This is an optimization exercise on Yosys and OpenROAD, whose aim is small area, not a production implementation. RTL that was checked went through simulation tests only; none was proved equivalent to the original.

Setup of maple:
==> flow/design.v (excerpt) <==
module module_mini_cpu (
    input [2:0] opcode,
    input [3:0] addr1,
    input [3:0] addr2,
    input [6:0] addr3OuImm,
    input ligar, enviar, clk,
    input rst,
    output [15:0] result,
    output on,
    output [2:0] estado,
    output reg EN,
    output RW,
    output reg RS,
    output reg [7:0] saidaLCD
);
    localparam OFF = 3'd0, FETCH = 3'd1, DECODE = 3'd2, READ = 3'd3,
               CALC = 3'd4, ESPERA = 3'd5, STORE = 3'd6, SHOW = 3'd7;
    localparam LOAD = 3'd0, ADD = 3'd1, ADDI = 3'd2, SUB = 3'd3,
               SUBI = 3'd4, MUL = 3'd5, CLEAR = 3'd6, DISPLAY = 3'd7;
    assign RW = 1'b0;
    reg [2:0] state, estadoReg;
    reg onReg, ligou, ligarApertou, enviarApertou;
    reg [2:0] opR;
    reg [3:0] a1R, a2R;
    reg [6:0] a3R;
    reg [15:0] resultReg;
    reg [15:0] R;             
    wire done;
    always @(posedge clk) begin
        if (rst) begin
            state <= OFF;
            ligou <= 1'b0;
            ligarApertou <= 1'b0;
            enviarApertou <= 1'b0;
            onReg <= 1'b0;
            estadoReg <= OFF;
            resultReg <= 16'd0;
        end else begin
            onReg <= (state == OFF);
            if (state != ESPERA) estadoReg <= state;
            case (state)
                FETCH:
                    if (~enviar) enviarApertou <= 1'b1;
                    else if (enviarApertou) begin
                        enviarApertou <= 1'b0;
                        opR <= opcode;
                        a1R <= addr1;
                        a2R <= addr2;
                        a3R <= addr3OuImm;
                        state <= DECODE;
                    end
                DECODE: begin
                    ligou <= 1'b0;
                    if (estadoReg == DECODE) state <= READ;
                end
                READ:   if (estadoReg == READ) state <= CALC;
                CALC:   if (estadoReg == CALC) state <= ESPERA;
                ESPERA: state <= STORE;
                STORE:  if (estadoReg == STORE) state <= SHOW;
                SHOW: begin
                    resultReg <= R;
                    if (done) state <= FETCH;
                end
                OFF: resultReg <= 16'd0;
            endcase
            if (~ligar) ligarApertou <= 1'b1;
  ...
For scale: about 53 I/O pins.
clock: 12.0 ns
lec_check: 0
abc_area: 1
cap_margin: 20
core_margin: 2
core_utilization: 60
cts_buf_list: sky130_fd_sc_hd__clkbuf_8
cts_cluster_diameter: 150
cts_cluster_size: 14
slew_margin: 20
standard.sh (not shown) runs the stock make flow with config.mk's settings and CLKGATE_MAP_FILE= SYNTH_SCRIPT=/design/flow/synth_recipe.tcl, a recipe that flattens the netlist after the stock synthesis.
==> flow/flow/run.sh <==
#!/bin/bash
# Layout flow: the standard ORFS flow with two changes:
#  - synthesis maps logic with flow/area.abc (via flow/abc_wrap.tcl); all other
#    synthesis steps, and so all registers, are those of synth_recipe.tcl;
#  - port buffers use the smallest buffer cell.
set -euo pipefail
W=$PWD
export FLOW_ABC_SCRIPT=$W/flow/area.abc
# synth_recipe.tcl with the ABC wrapper loaded before ORFS's synth.tcl
sed "s#^source \$::env(SCRIPTS_DIR)/synth.tcl#source $W/flow/abc_wrap.tcl\n&#" synth_recipe.tcl > $W/flow_synth.tcl
grep -q abc_wrap $W/flow_synth.tcl
# standard.sh with that synthesis script and extra settings
sed -e "s#SYNTH_SCRIPT=[^ ]*synth_recipe.tcl#SYNTH_SCRIPT=$W/flow_synth.tcl#" \
    -e "s#\"\${@:-finish}\"#BUFFER_PORTS_ARGS='-buffer_cell sky130_fd_sc_hd__buf_1' \"\${@:-finish}\"#" \
    standard.sh > $W/flow_standard.sh
grep -q flow_synth.tcl $W/flow_standard.sh
grep -q BUFFER_PORTS_ARGS $W/flow_standard.sh
bash $W/flow_standard.sh > $W/flow_make.log 2>&1
==> flow/flow/abc_wrap.tcl <==
# Map the combinational logic with an area-oriented ABC script instead of the
# one ORFS picks; every other synthesis step is ORFS's own (synth_recipe.tcl).
proc abc {args} {
  set i [lsearch -exact $args -script]
  if { $i >= 0 } {
    lset args [expr { $i + 1 }] $::env(FLOW_ABC_SCRIPT)
  }
  yosys abc {*}$args
}
==> flow/flow/area.abc <==
strash
dch
amap
strash
dch
amap
topo
The following lists how birch was set up differently from maple:
-- flow/design.v --
<<< maple, line 167
        phase <= rst ? 2'd0 : phase + 2'd1;
    end
    wire Wwr = c9 | sSHOW | (sFETCH & ~ligou);
    wire clr = sOFF | (ligou & (sFETCH | sDEC)) | (Wwr & isCLEAR);
    wire [3:0] dest = isLOAD ? a1R : (isADD | isSUB) ? a3R[6:3] : a2R;
    wire wen = Wwr & ~isCLEAR & ~isDISP & (phase == dest[3:2]);
    wire [3:0] wr_hit;
>>> birch, line 167
        phase <= rst ? 2'd0 : phase + 2'd1;
    end
    reg [3:0] abit;
    always @* begin
        case (opR)
            ADD, SUB: abit = a3R[6:3];
            ADDI, SUBI, MUL: abit = a2R;
            default: abit = a1R;
        endcase
    end
    wire Wwr = c9 | sSHOW | (sFETCH & ~ligou);
    wire clr = sOFF | (ligou & (sFETCH | sDEC)) | (Wwr & isCLEAR);
    wire [3:0] dest = abit;    
    wire wen = Wwr & ~isCLEAR & ~isDISP & (phase == dest[3:2]);
    wire [3:0] wr_hit;
<<< maple, line 286
    end
    wire [7:0] digchar = (special & ~startup) ? spc : {4'h3, dig & {4{~startup}}};
    reg [3:0] abit;
    always @* begin
        case (opR)
            ADD, SUB: abit = a3R[6:3];
            ADDI, SUBI, MUL: abit = a2R;
            default: abit = a1R;
        endcase
    end
    wire clrc = isCLEAR & ~startup;    
    reg [7:0] opc;
>>> birch, line 294
    end
    wire [7:0] digchar = (special & ~startup) ? spc : {4'h3, dig & {4{~startup}}};
    wire clrc = isCLEAR & ~startup;    
    reg [7:0] opc;
### Flow results
Per the final summary, maple finished and its layout is clean on timing, DRC and antenna.
birch finished every step from synthesis to the final layout, and the layout passed the timing, DRC and antenna checks.
Delta (birch minus maple): final critical path time including I/O delays and setup higher; share of the clock period used by the worst path higher.
Re sequential share of layout area: maple and birch aren't equal, and the higher value belongs to birch.
The area growth from synthesis to layout was comparable across maple and birch.
birch vs. maple: detailed-route via count -117, worst-case setup margin in the final layout -350 ps, utilization of the core after routing ~0 delta.
The RTL of maple was laid out without a check of its function.

[static timing again, ports no longer ideal]
In the flow no input, the clock included, has a driving cell. The finished layouts below were timed again as built, in two steps.
Step 1: set_driving_cell puts a clkbuf_16 on clk and a buf_2 on each other input, an assumption about the parent block.
Step 2 adds t to the input delays and takes it off the output delays; t is the mean of the earliest and latest rising clock arrival at the registers after step 1. Input paths then give back, and output paths get back, about the clock's delay inside the block.
Slacks: no drivers / after step 1 / after step 2; pairs: no drivers / after step 1.
run | t (ns) | slack for setup (ns) | worst setup path after step 2 | slew at the worst register clock pin (ns)
maple | 0.658 | 5.173 / 5.173 / 5.173 | register to register | 0.11 / 0.11
birch | 0.643 | 4.820 / 4.820 / 4.820 | register to register | 0.11 / 0.11
After both steps setup and hold are still met in every run listed.
